Source: an optimization exercise on an open RTL-to-GDS flow (aim: small area, a short achievable clock period and few clock cycles). Production flows keep margins and buffers that such runs may drop.
In this exercise RTL edits were held to simulation tests only and were not proved equivalent to the original.

==> inputs of 09-28 <==
==> flow/design.v <==
`timescale 1ns / 1ps
module MTX_MUL( MP, ready, m1, m2, load, clk );
	input[7:0] m1, m2;
	input load, clk;
	output[17:0] MP;
	output ready;
	reg [4:0] cnt;
	reg pl, run, rdy;
	wire [4:0] idx = ( load & ~pl ) ? 5'd0 : cnt;
	always @( posedge clk ) begin
		pl  <= load;
		cnt <= idx + 5'd1;
		run <= load | ( run & ( idx != 5'd31 ) );
		rdy <= run & ( idx >= 5'd15 ) & ( idx != 5'd31 );
	end
	reg [7:0] a [0:13];
	integer k;
	always @( posedge clk ) begin
		a[0] <= m1;
		for( k = 1; k < 14; k = k + 1 ) a[k] <= a[k-1];
	end
	reg [7:0] ar0, ar1, ar2, ar3;
	always @( posedge clk ) if( idx[1:0] == 2'b10 ) begin
		ar0 <= a[13];
		ar1 <= a[12];
		ar2 <= a[11];
		ar3 <= a[10];
	end
	reg [7:0] b0 [0:3];
	reg [7:0] b1 [0:3];
	reg [7:0] b2 [0:3];
	reg [7:0] b3 [0:3];
	wire ld = load;
	always @( posedge clk ) begin
		b0[0] <= ( ld && idx[3:2] == 2'd0 ) ? m2 : b0[3];
		b1[0] <= ( ld && idx[3:2] == 2'd1 ) ? m2 : b1[3];
		b2[0] <= ( ld && idx[3:2] == 2'd2 ) ? m2 : b2[3];
		b3[0] <= ( ld && idx[3:2] == 2'd3 ) ? m2 : b3[3];
		for( k = 1; k < 4; k = k + 1 ) begin
			b0[k] <= b0[k-1];
			b1[k] <= b1[k-1];
			b2[k] <= b2[k-1];
			b3[k] <= b3[k-1];
		end
	end
	reg [17:0] mp;
	always @( posedge clk )
		mp <= ar0 * b0[2] + ar1 * b1[2] + ar2 * b2[2] + ar3 * b3[2];
	assign ready = rdy & ~load;
	assign MP = mp;
endmodule
==> flow/run.sh <==
#!/bin/bash
# synth_recipe.tcl (not shown) runs the flow's synth.tcl, then flattens the netlist and writes it again
# the make line also repeats each setting of config.mk as NAME=value (left out here)
make -C /OpenROAD-flow-scripts/flow DESIGN_CONFIG=/design/flow/config.mk WORK_HOME=/design/flow/orfs CLKGATE_MAP_FILE= SYNTH_SCRIPT=/design/flow/synth_recipe.tcl finish
==> flow/config.mk <==
export PLATFORM = sky130hd
export DESIGN_NAME = MTX_MUL
export DESIGN_NICKNAME = MTX_MUL
export VERILOG_FILES = /design/flow/design.v
export SDC_FILE = /design/flow/constraint.sdc
export NUM_CORES = 4
export LEC_CHECK = 0
export CAP_MARGIN = 20
export CORE_MARGIN = 2
export CORE_UTILIZATION = 40
export SLEW_MARGIN = 20
==> flow/constraint.sdc <==
create_clock -name core_clock -period 9.0 [get_ports {clk}]
set_input_delay 1.8000 -clock core_clock [delete_from_list [all_inputs] [get_ports {clk}]]
set_output_delay 1.8000 -clock core_clock [all_outputs]
set_load 0.01 [all_outputs]
==> 12-19: changes against 09-28 <==
==> flow/design.v, changed modules only <==
module MTX_MUL( MP, ready, m1, m2, load, clk );
	input[7:0] m1, m2;
	input load, clk;
	output[17:0] MP;
	output ready;
	reg[1:0] current_state, current_col, current_row;
	reg[1:0] next_state;
	reg[127:0] A, B;
	reg[7:0] counter1, counter2;
	wire[7:0] row_1, row_2, row_3, row_4, col_1, col_2, col_3, col_4;
	reg[17:0] mp11, mp12, mp13, mp14, mp21, mp22, mp23, mp24;  
	reg[17:0] mp31, mp32, mp33, mp34, mp41, mp42, mp43, mp44;  
	reg[17:0] mp_sel;
	wire[17:0] rc_product;
	wire AB_load, mm_done, mp_sent;
	assign AB_load = ( counter1 == 8'h10 );
	assign mm_done = current_row[1] & current_row[0] & current_col[1] & current_col[0];
	assign mp_sent = ( counter2 == 8'h0F );
	always@( * )begin
		if( load ) next_state = 2'b00;
		else if( current_state == 2'b00 && AB_load ) next_state = 2'b01;
		else if( current_state == 2'b01 && mm_done ) next_state = 2'b10;
		else if( current_state == 2'b10 && mp_sent ) next_state = 2'b11;
		else next_state = current_state;
	end
	always@( posedge clk ) current_state <= next_state;
	always@( posedge clk )begin
		if( load ) begin  
			A <= { A[119:0], m1 };
			B <= { B[119:0], m2 };
			counter1 <= counter1 + 8'h01;
		end
		else begin
			counter1 <= 8'h00;
		end
	end
	always@( posedge clk )begin
		if( current_state != 2'b01 )begin
			current_row <= 2'b00;
			current_col <= 2'b00;
		end
		else begin
			current_col <= current_col + 2'b01;
			if( current_col == 2'b11 ) current_row <= current_row + 2'b01;
		end
	end
	assign row_1 = ( current_row == 2'b00 )? A[127:120] : ( current_row == 2'b01 )? A[95:88] :
	               ( current_row == 2'b10 )? A[63:56]   : A[31:24];
	assign row_2 = ( current_row == 2'b00 )? A[119:112] : ( current_row == 2'b01 )? A[87:80] :
	               ( current_row == 2'b10 )? A[55:48]   : A[23:16];
	assign row_3 = ( current_row == 2'b00 )? A[111:104] : ( current_row == 2'b01 )? A[79:72] :
	               ( current_row == 2'b10 )? A[47:40]   : A[15:8];
	assign row_4 = ( current_row == 2'b00 )? A[103:96]  : ( current_row == 2'b01 )? A[71:64] :
	               ( current_row == 2'b10 )? A[39:32]   : A[7:0];
	assign col_1 = ( current_col == 2'b00 )? B[127:120] : ( current_col == 2'b01 )? B[119:112] :
	               ( current_col == 2'b10 )? B[111:104] : B[103:96];
	assign col_2 = ( current_col == 2'b00 )? B[95:88]   : ( current_col == 2'b01 )? B[87:80] :
	               ( current_col == 2'b10 )? B[79:72]   : B[71:64];
	assign col_3 = ( current_col == 2'b00 )? B[63:56]   : ( current_col == 2'b01 )? B[55:48] :
	               ( current_col == 2'b10 )? B[47:40]   : B[39:32];
	assign col_4 = ( current_col == 2'b00 )? B[31:24]   : ( current_col == 2'b01 )? B[23:16] :
	               ( current_col == 2'b10 )? B[15:8]    : B[7:0];
	assign  rc_product = row_1*col_1 + row_2*col_2 + row_3*col_3 + row_4*col_4;
	always@( posedge clk )begin
		if( current_state == 2'b01 )begin
			case( { current_row, current_col } )
			4'b0000:  mp11 <= rc_product;
			4'b0001:  mp12 <= rc_product;
			4'b0010:  mp13 <= rc_product;
			4'b0011:  mp14 <= rc_product;
			4'b0100:  mp21 <= rc_product;
			4'b0101:  mp22 <= rc_product;
			4'b0110:  mp23 <= rc_product;
			4'b0111:  mp24 <= rc_product;
			4'b1000:  mp31 <= rc_product;
			4'b1001:  mp32 <= rc_product;
			4'b1010:  mp33 <= rc_product;
			4'b1011:  mp34 <= rc_product;
			4'b1100:  mp41 <= rc_product;
			4'b1101:  mp42 <= rc_product;
			4'b1110:  mp43 <= rc_product;
			default:  mp44 <= rc_product;
			endcase
		end
	end
	always@( posedge clk )begin
		if( current_state != 2'b10 ) counter2 <= 8'h00;
		else counter2 <= counter2 + 8'h01;
	end
	always@( * )begin
		case( counter2[3:0] )
		4'h0: mp_sel = mp11;
		4'h1: mp_sel = mp12;
		4'h2: mp_sel = mp13;
		4'h3: mp_sel = mp14;
		4'h4: mp_sel = mp21;
		4'h5: mp_sel = mp22;
		4'h6: mp_sel = mp23;
		4'h7: mp_sel = mp24;
		4'h8: mp_sel = mp31;
		4'h9: mp_sel = mp32;
		4'hA: mp_sel = mp33;
		4'hB: mp_sel = mp34;
		4'hC: mp_sel = mp41;
		4'hD: mp_sel = mp42;
		4'hE: mp_sel = mp43;
		default: mp_sel = mp44;
		endcase
	end
	assign ready = ( current_state == 2'b10 ) & ~load;
	assign MP = ready ? mp_sel : 18'h3FFFF;  
endmodule
==> notes <==
Of 12-19 and 09-28, 09-28 has the higher setup slack (gap 1900 ps).
Clock skew: 12-19 is higher than 09-28 (4.5 ps).
Against 09-28, the global-route usage of 12-19 is higher by 3.4 points.
In 09-28 the final area is smaller than in 12-19, by 48%.
In 12-19 the sequential share of layout area is higher than in 09-28, by 13 points.
Of 12-19 and 09-28, 12-19 has the higher synthesized cell count (gap about 70%, measured against 09-28).
Of 09-28 and 12-19, 12-19 has the higher area after synthesis (gap 48%, measured against 12-19).
In 09-28 the utilization is lower than in 12-19, by 0.10 points.
==> figures <==
| metric | 12-19 | 09-28 |
|---|---|---|
| Result of the run | timing/DRC/antenna clean | timing/DRC/antenna clean |
| Post-route cell area | 34,700 um^2 | 17,900 um^2 |
| Number of nets at the end of the flow | 2,796 | 1,787 |
| Prevailing post-synth register cell | sky130_fd_sc_hd__edfxtp_1 | sky130_fd_sc_hd__dfxtp_1 |
| Number of synthesized register bits | 566 | 298 |
| Launching element of the worst setup path | current_col[0] | b3[2][3] |
| Library cell with the highest instance count after synthesis | sky130_fd_sc_hd__edfxtp_1 | sky130_fd_sc_hd__inv_1 |
| Reg2reg start | current_col[0] | b3[2][3] |
| Routability congestion estimate from global placement | 0.896 | 0.837 |
| Count of H-tree levels built during CTS | 2 | 1 |
| Worst setup timing slack at the placement stage | 241 ps | 2320 ps |
| Multi-input gate share of total cell area | 36.0% | 47.2% |
| Total of fill cells in the finished design | 6,885 | 3,685 |
| Sequential Area | 16,800 um^2 | 6290 um^2 |
| DP Area | 32,800 um^2 | 16,900 um^2 |
| Synthesized-area fraction occupied by adder cells | 20.4% | 38.7% |
| Critical path data required time | 9230 ps | 9490 ps |
| Final design utilization | 45.6% | 45.5% |
| Number of global-route vias before repair | 19.1k | 9,384 |
| Unrepaired setup endpoints after global routing | true | false |
| Multi-input gate area in the final layout | 12,500 um^2 | 8470 um^2 |
| Yosys warnings | 1 | 6 |
| Synthesized Nets | 2,695 | 1,719 |
Testbench counts of 09-28, summed over its fixed seeds: cycles 6,144.
Testbench counts of 12-19, summed over its fixed seeds: cycles 9,408.

==> re-timing with driven ports <==
The results above use ideal ports. As a check the final layouts listed here were re-extracted and re-timed, cells and wires unchanged.
Step 1, drivers: a clkbuf_16 drives clk and a buf_2 each remaining input, both assumed.
Step 2 adds t to the input delays and takes it off the output delays; t is the mean of the earliest and latest rising clock arrival at the registers after step 1. Input paths then give back, and output paths get back, about the clock's delay inside the block.
Slacks: no drivers / after step 1 / after step 2; pairs: no drivers / after step 1.
run | shift t [ns] | slack for setup (ns) | hold WS [ns] | clock arrival spread, ns
09-28 | 0.611 | 2.264 / 2.264 / 2.264 | 0.318 / 0.318 / 0.318 | 0.016 / 0.016
12-19 | 0.688 | 0.405 / 0.405 / 0.405 | 0.439 / 0.439 / 0.439 | 0.019 / 0.019
After both steps setup and hold are still met in every run listed.
